Context: an optimization exercise on an open-source flow, tuned for small area, a short achievable clock period and few clock cycles per item. The choices shown serve that exercise and are no tape-out recipe.
RTL that was checked went through simulation tests only; none was proved equivalent to the original.

==> v3: inputs <==
==> flow/design.v (excerpt) <==
module MyDesign
(
	input  wire        go,
	output reg         busy,
	input  wire        reset,
	input  wire        clk,
	output reg  [15:0] write_data,
	output wire [11:0] write_address,
	output reg         write_enable,
	output wire [11:0] read_input_address,
	input  wire [15:0] read_input_data,
	output wire [11:0] read_weight_address,
	input  wire [15:0] read_weight_data
);
make LEC_CHECK=0 CAP_MARGIN=20 CORE_MARGIN=2 CORE_UTILIZATION=65 CTS_BUF_LIST=sky130_fd_sc_hd__clkbuf_16 CTS_CLUSTER_DIAMETER=80 CTS_CLUSTER_SIZE=32 PLACE_DENSITY=0.7 SETUP_SLACK_MARGIN=4.0 SLEW_MARGIN=20 finish   # period 6.5 ns
run.sh (not shown) runs the stock make flow with config.mk's settings and CLKGATE_MAP_FILE= SYNTH_SCRIPT=/design/flow/synth_recipe.tcl, a recipe that flattens the netlist after the stock synthesis.
==> v22 (differences from v3) <==
--- a/flow/design.v
+++ b/flow/design.v
@@ -23,17 +23,16 @@
 	reg [4:0]  Kn;          
 	reg        endn;        
 	reg [9:0]  XB;          
 	reg [9:0]  IA;
 	reg [11:0] WA;
 	reg [6:0]  dW;          
 	reg [5:0]  ckh;         
 	reg [6:0]  cL;          
-	reg [6:0]  cS;          
 	reg [11:0] OC;
 	assign read_input_address  = {2'b00, IA};
 	assign read_weight_address = WA;
 	assign write_address       = OC;
 	wire       sg    = K[0];                  
 	wire [3:0] h     = K[4:1];                
 	wire [3:0] hn    = Kn[4:1];
 	wire [4:0] KP    = K + {4'd0, sg};        
@@ -97,17 +96,16 @@
 					busy <= 1'b0;
 				end
 			endcase
 		end
 	end
 	wire [3:0] hp = read_input_data[6:3];
 	always @(posedge clk) begin
 		ckh <= K + {1'b0, h};
-		cS  <= {{1'b0, K} + {1'b0, Kn}, 1'b1};
 		cL  <= sg ? {3'd0, hn} - {3'd0, h} + 7'd1 : {3'd0, hn} + 7'd2;
 	end
 	always @(posedge clk) begin
 		WA    <= WA + {{5{dW[6]}}, dW};
 		dW    <= dW_n;
 		pd    <= pd_n;
 		lastp <= l0_n;
 		lastg <= lg_n;
@@ -126,17 +124,17 @@
 			S_RUN: begin
 				if (bub)        gd <= K[3:0] - 4'd1;
 				else if (lastp) gd <= gd - 4'd1;
 				if (lastp) wfl <= 1'b1;
 				if (~rel)       IA <= IA + 10'd1;
 				else if (~bub & lastl) begin
 					K   <= Kn;
 					XB  <= XB + {4'b0, K, 1'b1};
-					IA  <= XB + {3'b0, cS};
+					IA  <= XB + {3'b0, {1'b0, K} + {1'b0, Kn}, 1'b1};
 				end else
 					IA <= XB;
 			end
 			S_FLUSH: pd <= 5'd0;
 			default: pd <= pd + 5'd1;
 		endcase
 	end
 	reg        fA, wA, zA, capA, mA;
--- a/flow/config.mk
+++ b/flow/config.mk
@@ -6,11 +6,10 @@
 export NUM_CORES = 4
 export LEC_CHECK = 0
 export CAP_MARGIN = 20
 export CORE_MARGIN = 2
 export CORE_UTILIZATION = 65
 export CTS_BUF_LIST = sky130_fd_sc_hd__clkbuf_16
 export CTS_CLUSTER_DIAMETER = 80
 export CTS_CLUSTER_SIZE = 32
-export PLACE_DENSITY = 0.7
 export SETUP_SLACK_MARGIN = 4.0
 export SLEW_MARGIN = 20
==> v34 (differences from v3) <==
==> flow/flow/run.sh (new file) <==
#!/bin/bash
export BUFFER_PORTS_ARGS="-buffer_cell sky130_fd_sc_hd__buf_2"
cp standard.sh standard_sh_copy.log
bash standard.sh > standard.log 2>&1
==> flow/standard.sh (new file) <==
#!/bin/bash
# synth_recipe.tcl (not shown) runs the flow's synth.tcl, then flattens the netlist and writes it again
# the make line also repeats each setting of config.mk as NAME=value (left out here)
make -C /OpenROAD-flow-scripts/flow DESIGN_CONFIG=/design/flow/config.mk WORK_HOME=/design/flow/orfs CLKGATE_MAP_FILE= SYNTH_SCRIPT=/design/flow/synth_recipe.tcl "${@:-finish}"
==> flow/config.mk (replaced) <==
export PLATFORM = sky130hd
export DESIGN_NAME = MyDesign
export DESIGN_NICKNAME = MyDesign
export VERILOG_FILES = /design/flow/design.v
export SDC_FILE = /design/flow/constraint.sdc
export NUM_CORES = 4
export LEC_CHECK = 0
export CAP_MARGIN = 20
export CORE_MARGIN = 2
export CORE_UTILIZATION = 70
export CTS_BUF_LIST = sky130_fd_sc_hd__clkbuf_16
export CTS_CLUSTER_DIAMETER = 80
export CTS_CLUSTER_SIZE = 32
export SETUP_SLACK_MARGIN = 4.0
export SLEW_MARGIN = 20
removed: flow/run.sh
==> run notes <==
Drt:
- The aggregate routed wire length is 37,520 microns.
- After detailed routing, the average wire length per cell comes to 18.58 microns.

Setup path:
- The most critical setup path has its endpoint at read_weight_address[3].
- STA classifies the critical path endpoint as an output port.

GRT:
- For this run, global-route usage on met3 was measured as 0.02342.
- The global-route wire length before repair is 60,560 microns.

Status:
- The run finished with no timing, DRC or antenna violations.

Timing:
- In this run the tightest slew margin relative to its limit is 0.4887.
- The maximum frequency from static timing analysis is 0.4067 GHz.

Finish:
- After the flow finishes, the layout carries non-filler instances totaling roughly 2,000.
[end of results for v3]
==> run notes <==
Finish:
- The finished layout holds 2,008 standard cells, fillers aside.

Status:
- The run finished with no timing, DRC or antenna violations.

Timing:
- Timing would allow up to 0.4076 GHz.

Setup path:
- The worst setup path is captured at a register.

GRT:
- The global-route wire length before repair is 61,370 microns.
[end of results for v34]
==> run notes <==
Setup path:
- The sort of element at the end of the critical path is a register.
- The most critical setup path has its endpoint at IA[9].

Drt:
- For this block, the routed nets add up to 37,710 microns of wire.
- Dividing the detail-routed wire length by the instance count gives 18.62 microns.

Timing:
- In this run the tightest slew margin relative to its limit is 0.3312.
- Based on the critical path, the design can be clocked at up to 0.3521 GHz.

Finish:
- The count of cells in the finished layout, fillers not included, comes to 2,025.

GRT:
- The met3 usage is 0.03397.

Status:
- The run finished with no timing, DRC or antenna violations.
[end of results for v22]
Testbench counts of v3, summed over its fixed seeds: cycles 11,427, macs 85,808.
Testbench counts of v34, summed over its fixed seeds: cycles 11,427, macs 85,808.
No functional check of the RTL was part of v22.

==> inputs of 08-07 <==
MyDesign, a different RTL version from the one above (not shown whole).
clock: 6.5 ns
lec_check: 0
cap_margin: 20
core_margin: 2
core_utilization: 65
cts_buf_list: sky130_fd_sc_hd__clkbuf_8
setup_slack_margin: 4.0
slew_margin: 20
Stock flow here: none of the scripts above is used.
==> 05-11: changes against 08-07 <==
==> flow/design.v (replaced) <==
module MyDesign
(
	input  wire        go,
	output reg         busy,
	input  wire        reset,
	input  wire        clk,
	output reg  [15:0] write_data,
	output wire [11:0] write_address,
	output reg         write_enable,
	output wire [11:0] read_input_address,
	input  wire [15:0] read_input_data,
	output wire [11:0] read_weight_address,
	input  wire [15:0] read_weight_data
);
	localparam S_IDLE = 2'd0, S_RUN = 2'd1, S_FLUSH = 2'd2, S_TAIL = 2'd3;
	reg [1:0]  st;
	reg        bub;         
	reg [4:0]  pd;          
	reg [3:0]  gd;          
	reg        f0;          
	reg        wfl;         
	reg [4:0]  K;           
	reg [4:0]  Kn;          
	reg        endn;        
	reg [9:0]  XB;          
	reg [9:0]  IA;
	reg [11:0] WA;
	reg [6:0]  dW;          
	reg [5:0]  ckh;         
	reg [6:0]  cL;          
	reg [6:0]  cS;          
	reg [11:0] OC;
	assign read_input_address  = {2'b00, IA};
	assign read_weight_address = WA;
	assign write_address       = OC;
	wire       sg    = K[0];                  
	wire [3:0] h     = K[4:1];                
	wire [3:0] hn    = Kn[4:1];
	wire [4:0] KP    = K + {4'd0, sg};        
	wire [4:0] Pm1   = {KP[3:0] - 4'd1, 1'b1};
	reg        lastp;       
	reg        lastg;       
	wire       lastl = lastp & lastg;
	wire       dummy = sg & (pd[4:1] == 4'd0);
	wire       run   = (st == S_RUN);
	wire       bub_n = run & ~bub & lastl & ~endn;
	wire       rel   = bub | lastp;           
	wire [4:0] pd_n  = rel ? Pm1 : pd - 5'd1;
	wire       l0_n  = ~rel & (pd == 5'd1);   
	wire       l1_n  = ~rel & (pd == 5'd2);
	wire       lg_n  = bub ? (K == 5'd1) : (lastp ? (gd == 4'd1) : lastg);
	wire [1:0] pq_n  = 2'd0 - pd_n[1:0];         
	reg [6:0] dW_n;
	always @(*) begin
		if (bub_n)
			dW_n = -{3'd0, hn};
		else if (l0_n & lg_n)
			dW_n = cL;
		else if (sg) begin
			case (pq_n)
				2'd1:    dW_n = bub ? {2'd0, K} + {3'd0, h} : {1'b0, ckh};
				2'd3:    dW_n = l1_n ? {2'd0, K} : -{3'd0, h};
				default: dW_n = -{3'd0, h};
			endcase
		end else begin
			if (pq_n != 2'd0) dW_n = {3'd0, h};
			else if (l0_n)    dW_n = 7'd1;
			else              dW_n = 7'd1 - {1'b0, ckh};
		end
	end
	reg  t_f, t_z;
	always @(*) begin
		t_f = 1'b0; t_z = 1'b1;
		if (run && !bub) begin
			t_f = f0;
			t_z = dummy;
		end else if (st == S_FLUSH)
			t_f = 1'b1;
	end
	always @(posedge clk or negedge reset) begin
		if (!reset) begin
			st <= S_IDLE; busy <= 1'b0; bub <= 1'b0;
		end else begin
			case (st)
				S_IDLE: if (go) begin
					busy <= 1'b1;
					st   <= S_RUN;
					bub  <= 1'b1;
				end
				S_RUN: begin
					bub <= bub_n;
					if (~bub & lastl & endn) st <= S_FLUSH;
				end
				S_FLUSH: st <= S_TAIL;
				default: if (pd == 5'd5) begin
					st   <= S_IDLE;
					busy <= 1'b0;
				end
			endcase
		end
	end
	wire [3:0] hp = read_input_data[6:3];
	always @(posedge clk) begin
		ckh <= K + {1'b0, h};
		cS  <= {{1'b0, K} + {1'b0, Kn}, 1'b1};
		cL  <= sg ? {3'd0, hn} - {3'd0, h} + 7'd1 : {3'd0, hn} + 7'd2;
	end
	always @(posedge clk) begin
		WA    <= WA + {{5{dW[6]}}, dW};
		dW    <= dW_n;
		pd    <= pd_n;
		lastp <= l0_n;
		lastg <= lg_n;
		f0    <= rel;
		IA    <= 10'd0;
		case (st)
			S_IDLE: begin
				K   <= read_input_data[6:2];
				XB  <= 10'd1;
				IA  <= go ? {4'b0, read_input_data[6:2], 1'b1} : 10'd0;
				WA  <= 12'd1 + {8'b0, hp};
				dW  <= -{3'd0, hp};
				wfl <= 1'b0;
				lastp <= 1'b0;
			end
			S_RUN: begin
				if (bub)        gd <= K[3:0] - 4'd1;
				else if (lastp) gd <= gd - 4'd1;
				if (lastp) wfl <= 1'b1;
				if (~rel)       IA <= IA + 10'd1;
				else if (~bub & lastl) begin
					K   <= Kn;
					XB  <= XB + {4'b0, K, 1'b1};
					IA  <= XB + {3'b0, cS};
				end else
					IA <= XB;
			end
			S_FLUSH: pd <= 5'd0;
			default: pd <= pd + 5'd1;
		endcase
	end
	reg        fA, wA, zA, capA, mA;
	reg [1:0]  pA;
	always @(posedge clk or negedge reset) begin
		if (!reset) begin
			fA <= 1'b0; wA <= 1'b0;
		end else begin
			fA <= t_f;
			wA <= t_f & (wfl | (st == S_FLUSH));    
		end
	end
	always @(posedge clk) begin
		zA <= t_z; capA <= bub; mA <= sg; pA <= ~pd[1:0];
		if (capA) begin
			Kn   <= read_input_data[6:2];
			endn <= &read_input_data[7:0];
		end
	end
	reg [15:0] X0, X1, X2, X3;
	reg [3:0]  xf, xw;
	reg [2:0]  xm;
	reg [1:0]  xp0, xp1, xp2;
	always @(posedge clk or negedge reset) begin
		if (!reset) begin
			xf <= 4'b0; xw <= 4'b0;
		end else begin
			xf <= {xf[2:0], fA};
			xw <= {xw[2:0], wA};
		end
	end
	always @(posedge clk) begin
		X0 <= zA ? 16'd0 : read_input_data;
		X1 <= X0; X2 <= X1; X3 <= X2;
		xm <= {xm[1:0], mA};
		xp0 <= pA; xp1 <= xp0; xp2 <= xp1;
	end
	reg [15:0]  S1;
	reg [15:4]  S2;
	reg [15:8]  S3;
	always @(posedge clk) begin
		S1 <= read_weight_data;
		S2 <= S1[15:4];
		S3 <= S2[15:8];
	end
	wire [3:0] c0 = read_weight_data[3:0];
	wire [3:0] c1 = S1[7:4];
	wire [3:0] c2 = S2[11:8];
	wire [3:0] c3 = S3[15:12];
	wire [15:0] acc0, acc1, acc2, acc3;
	wire [15:0] cy0, cy1, cy2, cy3;
	nn_row #(.ODD(0)) r0 (.clk(clk), .x(X0), .f(xf[0]), .m(mA), .pi(pA),
		.c0(c0), .c1(c1), .c2(c2), .c3(c3), .acc(acc0), .cy(cy0));
	nn_row #(.ODD(1)) r1 (.clk(clk), .x(X1), .f(xf[1]), .m(xm[0]), .pi(xp0),
		.c0(c0), .c1(c1), .c2(c2), .c3(c3), .acc(acc1), .cy(cy1));
	nn_row #(.ODD(0)) r2 (.clk(clk), .x(X2), .f(xf[2]), .m(xm[1]), .pi(xp1),
		.c0(c0), .c1(c1), .c2(c2), .c3(c3), .acc(acc2), .cy(cy2));
	nn_row #(.ODD(1)) r3 (.clk(clk), .x(X3), .f(xf[3]), .m(xm[2]), .pi(xp2),
		.c0(c0), .c1(c1), .c2(c2), .c3(c3), .acc(acc3), .cy(cy3));
	wire [3:0]  we = xw;
	wire [15:0] wacc = ({16{we[0]}} & acc0) | ({16{we[1]}} & acc1)
	                 | ({16{we[2]}} & acc2) | ({16{we[3]}} & acc3);
	wire [15:0] wcy  = ({16{we[0]}} & cy0) | ({16{we[1]}} & cy1)
	                 | ({16{we[2]}} & cy2) | ({16{we[3]}} & cy3);
	always @(posedge clk or negedge reset) begin
		if (!reset) write_enable <= 1'b0;
		else        write_enable <= |we;
	end
	always @(posedge clk) begin
		write_data <= wacc + wcy;
		OC <= (st == S_IDLE) ? 12'd0 : OC + {11'd0, write_enable};
	end
endmodule
module nn_row #(parameter ODD = 0)
(
	input  wire        clk,
	input  wire [15:0] x,
	input  wire        f,
	input  wire        m,
	input  wire [1:0]  pi,
	input  wire [3:0]  c0, c1, c2, c3,
	output reg  [15:0] acc,
	output wire [15:0] cy
);
	wire [1:0] j = {pi[1] ^ (m & (ODD != 0)), pi[0]};
	reg  [3:0] wsel;
	always @(*) begin
		case (j)
			2'd0: wsel = c0;
			2'd1: wsel = c1;
			2'd2: wsel = c2;
			default: wsel = c3;
		endcase
	end
	reg  [2:0] dl, dh;
	always @(posedge clk) begin
		dl <= {wsel[1], wsel[1] & ~wsel[0], wsel[0]};
		dh <= {wsel[3], wsel[3] & ~wsel[2], wsel[2]};
	end
	reg [7:1] k;                
	assign cy = {1'b0, k[7], 1'b0, k[6], 1'b0, k[5], 1'b0, k[4],
	             1'b0, k[3], 1'b0, k[2], 1'b0, k[1], 2'b00};
	wire [9:0] xl = {{2{x[7]}}, x[7:0]};
	wire [9:0] xh = {{2{x[15]}}, x[15:8]};
	wire [9:0] tl = ({10{dl[0]}} & xl) | ({10{dl[1]}} & {xl[8:0], 1'b0});
	wire [9:0] th = ({10{dh[0]}} & xh) | ({10{dh[1]}} & {xh[8:0], 1'b0});
	wire [9:0] vl = tl ^ {10{dl[2]}};
	wire [9:0] vh = th ^ {10{dh[2]}};
	wire [9:0] ul = {~vl[9], vl[8:0]};
	wire [9:0] uh = {~vh[9], vh[8:0]};
	wire [15:0] a  = f ? 16'd0 : acc;
	wire [7:1]  kk = f ? 7'd0 : k;
	wire [15:0] s, cc;
	assign s[9:0]  = a[9:0] ^ ul ^ uh;
	assign cc[0]   = dl[2];
	assign cc[10:1] = (a[9:0] & ul) | (a[9:0] & uh) | (ul & uh);
	assign s[10]   = ~(a[10] ^ cc[10]);
	assign s[15:11] = ~a[15:11];
	wire   cc11    = a[10] | cc[10];
	wire [15:0] cc2 = {a[14:11], cc11, 1'b0, cc[9:0]};
	wire [8:0]  ci = {1'b0, kk, dh[2]};
	wire [15:0] sum;
	wire [7:0]  co;
	genvar i;
	generate for (i = 0; i < 8; i = i + 1) begin : seg
		wire [2:0] t = {1'b0, s[2*i+1:2*i]} + {1'b0, cc2[2*i+1:2*i]} + {2'b0, ci[i]};
		assign sum[2*i+1:2*i] = t[1:0];
		assign co[i] = t[2];
	end endgenerate
	always @(posedge clk) begin
		acc <= sum;
		k   <= co[6:0];
	end
endmodule
==> flow/config.mk (replaced) <==
export PLATFORM = sky130hd
export DESIGN_NAME = MyDesign
export DESIGN_NICKNAME = MyDesign
export VERILOG_FILES = /design/flow/design.v
export SDC_FILE = /design/flow/constraint.sdc
export NUM_CORES = 4
export LEC_CHECK = 0
export CAP_MARGIN = 20
export CORE_MARGIN = 2
export CORE_UTILIZATION = 65
export CTS_BUF_LIST = sky130_fd_sc_hd__clkbuf_16
export CTS_CLUSTER_DIAMETER = 80
export CTS_CLUSTER_SIZE = 32
export SETUP_SLACK_MARGIN = 4.15
export SLEW_MARGIN = 20
==> 04-20: changes against 08-07 <==
==> flow/design.v (replaced) <==
module MyDesign
(
	input  wire        go,
	output reg         busy,
	input  wire        reset,
	input  wire        clk,
	output reg  [15:0] write_data,
	output wire [11:0] write_address,
	output reg         write_enable,
	output wire [11:0] read_input_address,
	input  wire [15:0] read_input_data,
	output wire [11:0] read_weight_address,
	input  wire [15:0] read_weight_data
);
	localparam S_IDLE = 2'd0, S_RUN = 2'd1, S_FLUSH = 2'd2, S_TAIL = 2'd3;
	reg [1:0]  st;
	reg        bub;         
	reg [4:0]  pd;          
	reg [3:0]  gd;          
	reg        f0;          
	reg        wfl;         
	reg [4:0]  K;           
	reg [4:0]  Kn;          
	reg        endn;        
	reg [9:0]  XB;          
	reg [9:0]  XBN;         
	reg [9:0]  IA;
	reg [11:0] WA;
	reg [6:0]  dW;          
	reg [5:0]  ckh;         
	reg [6:0]  cL;          
	reg [11:0] OC;
	assign read_input_address  = {2'b00, IA};
	assign read_weight_address = WA;
	assign write_address       = OC;
	wire       sg    = K[0];                  
	wire [3:0] h     = K[4:1];                
	wire [3:0] hn    = Kn[4:1];
	wire [4:0] KP    = K + {4'd0, sg};        
	wire [4:0] Pm1   = {KP[3:0] - 4'd1, 1'b1};
	reg        lastp;       
	reg        lastg;       
	wire       lastl = lastp & lastg;
	wire       dummy = sg & (pd[4:1] == 4'd0);
	wire       run   = (st == S_RUN);
	wire       bub_n = run & ~bub & lastl & ~endn;
	wire       rel   = bub | lastp;           
	wire [4:0] pd_n  = rel ? Pm1 : pd - 5'd1;
	wire       l0_n  = ~rel & (pd == 5'd1);   
	wire       l1_n  = ~rel & (pd == 5'd2);
	wire       lg_n  = bub ? (K == 5'd1) : (lastp ? (gd == 4'd1) : lastg);
	wire [1:0] pq_n  = 2'd0 - pd_n[1:0];         
	reg [6:0] dW_n;
	always @(*) begin
		if (bub_n)
			dW_n = -{3'd0, hn};
		else if (l0_n & lg_n)
			dW_n = cL;
		else if (sg) begin
			case (pq_n)
				2'd1:    dW_n = bub ? {2'd0, K} + {3'd0, h} : {1'b0, ckh};
				2'd3:    dW_n = l1_n ? {2'd0, K} : -{3'd0, h};
				default: dW_n = -{3'd0, h};
			endcase
		end else begin
			if (pq_n != 2'd0) dW_n = {3'd0, h};
			else if (l0_n)    dW_n = 7'd1;
			else              dW_n = 7'd1 - {1'b0, ckh};
		end
	end
	reg  t_f, t_z;
	always @(*) begin
		t_f = 1'b0; t_z = 1'b1;
		if (run && !bub) begin
			t_f = f0;
			t_z = dummy;
		end else if (st == S_FLUSH)
			t_f = 1'b1;
	end
	always @(posedge clk or negedge reset) begin
		if (!reset) begin
			st <= S_IDLE; busy <= 1'b0; bub <= 1'b0;
		end else begin
			case (st)
				S_IDLE: if (go) begin
					busy <= 1'b1;
					st   <= S_RUN;
					bub  <= 1'b1;
				end
				S_RUN: begin
					bub <= bub_n;
					if (~bub & lastl & endn) st <= S_FLUSH;
				end
				S_FLUSH: st <= S_TAIL;
				default: if (pd == 5'd5) begin
					st   <= S_IDLE;
					busy <= 1'b0;
				end
			endcase
		end
	end
	wire [3:0] hp = read_input_data[6:3];
	always @(posedge clk) begin
		ckh <= K + {1'b0, h};
		cL  <= sg ? {3'd0, hn} - {3'd0, h} + 7'd1 : {3'd0, hn} + 7'd2;
	end
	always @(posedge clk) begin
		WA    <= WA + {{5{dW[6]}}, dW};
		dW    <= dW_n;
		pd    <= pd_n;
		lastp <= l0_n;
		lastg <= lg_n;
		f0    <= rel;
		IA    <= 10'd0;
		case (st)
			S_IDLE: begin
				K   <= read_input_data[6:2];
				XB  <= 10'd1;
				XBN <= {4'b0, read_input_data[6:2] + 5'd1, 1'b0};
				IA  <= go ? {4'b0, read_input_data[6:2], 1'b1} : 10'd0;
				WA  <= 12'd1 + {8'b0, hp};
				dW  <= -{3'd0, hp};
				wfl <= 1'b0;
				lastp <= 1'b0;
			end
			S_RUN: begin
				if (bub)        gd <= K[3:0] - 4'd1;
				else if (lastp) gd <= gd - 4'd1;
				if (lastp) wfl <= 1'b1;
				if (~rel)       IA <= IA + 10'd1;
				else if (~bub & lastl) begin
					K   <= Kn;
					XB  <= XBN;
					XBN <= XBN + {4'b0, Kn, 1'b1};
					IA  <= XBN + {4'b0, Kn, 1'b0};
				end else
					IA <= XB;
			end
			S_FLUSH: pd <= 5'd0;
			default: pd <= pd + 5'd1;
		endcase
	end
	reg        fA, wA, zA, capA, mA;
	reg [1:0]  pA;
	always @(posedge clk or negedge reset) begin
		if (!reset) begin
			fA <= 1'b0; wA <= 1'b0;
		end else begin
			fA <= t_f;
			wA <= t_f & (wfl | (st == S_FLUSH));    
		end
	end
	always @(posedge clk) begin
		zA <= t_z; capA <= bub; mA <= sg; pA <= ~pd[1:0];
		if (capA) begin
			Kn   <= read_input_data[6:2];
			endn <= &read_input_data[7:0];
		end
	end
	reg [15:0] X0, X1, X2, X3;
	reg [3:0]  xf, xw;
	reg [2:0]  xm;
	reg [1:0]  xp0, xp1, xp2;
	always @(posedge clk or negedge reset) begin
		if (!reset) begin
			xf <= 4'b0; xw <= 4'b0;
		end else begin
			xf <= {xf[2:0], fA};
			xw <= {xw[2:0], wA};
		end
	end
	always @(posedge clk) begin
		X0 <= zA ? 16'd0 : read_input_data;
		X1 <= X0; X2 <= X1; X3 <= X2;
		xm <= {xm[1:0], mA};
		xp0 <= pA; xp1 <= xp0; xp2 <= xp1;
	end
	reg [15:0]  S1;
	reg [15:4]  S2;
	reg [15:8]  S3;
	always @(posedge clk) begin
		S1 <= read_weight_data;
		S2 <= S1[15:4];
		S3 <= S2[15:8];
	end
	wire [3:0] c0 = read_weight_data[3:0];
	wire [3:0] c1 = S1[7:4];
	wire [3:0] c2 = S2[11:8];
	wire [3:0] c3 = S3[15:12];
	wire [15:0] acc0, acc1, acc2, acc3;
	wire [15:0] cy0, cy1, cy2, cy3;
	nn_row #(.ODD(0)) r0 (.clk(clk), .x(X0), .f(xf[0]), .m(mA), .pi(pA),
		.c0(c0), .c1(c1), .c2(c2), .c3(c3), .acc(acc0), .cy(cy0));
	nn_row #(.ODD(1)) r1 (.clk(clk), .x(X1), .f(xf[1]), .m(xm[0]), .pi(xp0),
		.c0(c0), .c1(c1), .c2(c2), .c3(c3), .acc(acc1), .cy(cy1));
	nn_row #(.ODD(0)) r2 (.clk(clk), .x(X2), .f(xf[2]), .m(xm[1]), .pi(xp1),
		.c0(c0), .c1(c1), .c2(c2), .c3(c3), .acc(acc2), .cy(cy2));
	nn_row #(.ODD(1)) r3 (.clk(clk), .x(X3), .f(xf[3]), .m(xm[2]), .pi(xp2),
		.c0(c0), .c1(c1), .c2(c2), .c3(c3), .acc(acc3), .cy(cy3));
	wire [3:0]  we = xw;
	wire [15:0] wacc = ({16{we[0]}} & acc0) | ({16{we[1]}} & acc1)
	                 | ({16{we[2]}} & acc2) | ({16{we[3]}} & acc3);
	wire [15:0] wcy  = ({16{we[0]}} & cy0) | ({16{we[1]}} & cy1)
	                 | ({16{we[2]}} & cy2) | ({16{we[3]}} & cy3);
	always @(posedge clk or negedge reset) begin
		if (!reset) write_enable <= 1'b0;
		else        write_enable <= |we;
	end
	always @(posedge clk) begin
		write_data <= wacc + wcy;
		OC <= (st == S_IDLE) ? 12'd0 : OC + {11'd0, write_enable};
	end
endmodule
module nn_row #(parameter ODD = 0)
(
	input  wire        clk,
	input  wire [15:0] x,
	input  wire        f,
	input  wire        m,
	input  wire [1:0]  pi,
	input  wire [3:0]  c0, c1, c2, c3,
	output reg  [15:0] acc,
	output wire [15:0] cy
);
	wire [1:0] j = {pi[1] ^ (m & (ODD != 0)), pi[0]};
	reg  [3:0] wsel;
	always @(*) begin
		case (j)
			2'd0: wsel = c0;
			2'd1: wsel = c1;
			2'd2: wsel = c2;
			default: wsel = c3;
		endcase
	end
	reg  [2:0] dl, dh;
	always @(posedge clk) begin
		dl <= {wsel[1], wsel[1] & ~wsel[0], wsel[0]};
		dh <= {wsel[3], wsel[3] & ~wsel[2], wsel[2]};
	end
	reg [7:1] k;                
	assign cy = {1'b0, k[7], 1'b0, k[6], 1'b0, k[5], 1'b0, k[4],
	             1'b0, k[3], 1'b0, k[2], 1'b0, k[1], 2'b00};
	wire [9:0] xl = {{2{x[7]}}, x[7:0]};
	wire [9:0] xh = {{2{x[15]}}, x[15:8]};
	wire [9:0] tl = ({10{dl[0]}} & xl) | ({10{dl[1]}} & {xl[8:0], 1'b0});
	wire [9:0] th = ({10{dh[0]}} & xh) | ({10{dh[1]}} & {xh[8:0], 1'b0});
	wire [9:0] vl = tl ^ {10{dl[2]}};
	wire [9:0] vh = th ^ {10{dh[2]}};
	wire [9:0] ul = {~vl[9], vl[8:0]};
	wire [9:0] uh = {~vh[9], vh[8:0]};
	wire [15:0] a  = f ? 16'd0 : acc;
	wire [7:1]  kk = f ? 7'd0 : k;
	wire [15:0] s, cc;
	assign s[9:0]  = a[9:0] ^ ul ^ uh;
	assign cc[0]   = dl[2];
	assign cc[10:1] = (a[9:0] & ul) | (a[9:0] & uh) | (ul & uh);
	assign s[10]   = ~(a[10] ^ cc[10]);
	assign s[15:11] = ~a[15:11];
	wire   cc11    = a[10] | cc[10];
	wire [15:0] cc2 = {a[14:11], cc11, 1'b0, cc[9:0]};
	wire [8:0]  ci = {1'b0, kk, dh[2]};
	wire [15:0] sum;
	wire [7:0]  co;
	genvar i;
	generate for (i = 0; i < 8; i = i + 1) begin : seg
		wire [2:0] t = {1'b0, s[2*i+1:2*i]} + {1'b0, cc2[2*i+1:2*i]} + {2'b0, ci[i]};
		assign sum[2*i+1:2*i] = t[1:0];
		assign co[i] = t[2];
	end endgenerate
	always @(posedge clk) begin
		acc <= sum;
		k   <= co[6:0];
	end
endmodule
==> run notes <==
05-11 completed without violations. 08-07 finished with timing, DRC and antenna clean. 04-20 completed with no timing, DRC or antenna violations.
The lowest maximum frequency belongs to 08-07, the highest to 05-11.
Die area, lowest first: 05-11, 04-20, 08-07.
Register-to-register slack: 08-07 < 05-11 < 04-20.
Between 04-20 and 08-07, the lower cell count is in 04-20 (gap 13%, measured against 08-07).
Utilization, highest first: 08-07, 05-11, 04-20.
Non-clock buffer count: 04-20 < 05-11 < 08-07.
Testbench counts of 05-11, summed over its fixed seeds: cycles 11,427, macs 85,808.
Testbench counts of 04-20, summed over its fixed seeds: cycles 11,427, macs 85,808.
For 08-07, only the layout was checked, not whether the RTL still works.

## re-timing with driven ports
The flow's constraints put no driver on any port. The routed layouts listed below were extracted and timed again, unchanged, in two steps.
Step 1 (the two cells are an assumption about what drives the block):
set clk [get_ports {clk}]
set_driving_cell -lib_cell sky130_fd_sc_hd__clkbuf_16 $clk
set_driving_cell -lib_cell sky130_fd_sc_hd__buf_2 [delete_from_list [all_inputs] $clk]
Step 2 times the ports against the registers' clock, not the clock port: input delays grow and output delays shrink by t, the midpoint of the rising clock arrivals with the driver on.
a / b / c = no drivers / after step 1 / after step 2; a / b = the first two.
run | shift t [ns] | slack for setup (ns) | hold slack, ns | cell pins on the clock port's net
v3 | 0.561 | 4.041 / 3.991 / 3.613 | 0.338 / 0.338 / 0.338 | 1
v22 | 0.559 | 3.660 / 3.660 / 3.601 | 0.333 / 0.333 / 0.333 | 1
v34 | 0.564 | 4.046 / 4.046 / 4.014 | 0.339 / 0.339 / 0.339 | 1
08-07 | 0.643 | 3.360 / 3.360 / 3.360 | 0.321 / 0.321 / 0.321 | 1
05-11 | 0.567 | 4.034 / 4.034 / 3.656 | 0.337 / 0.337 / 0.337 | 1
04-20 | 0.641 | 4.007 / 3.960 / 3.528 | 0.324 / 0.324 / 0.324 | 1
After both steps setup and hold are still met in every run listed. For 04-20, which loses most, drivers alone change the setup slack by -0.047 ns; drivers and shift together by -0.479 ns.
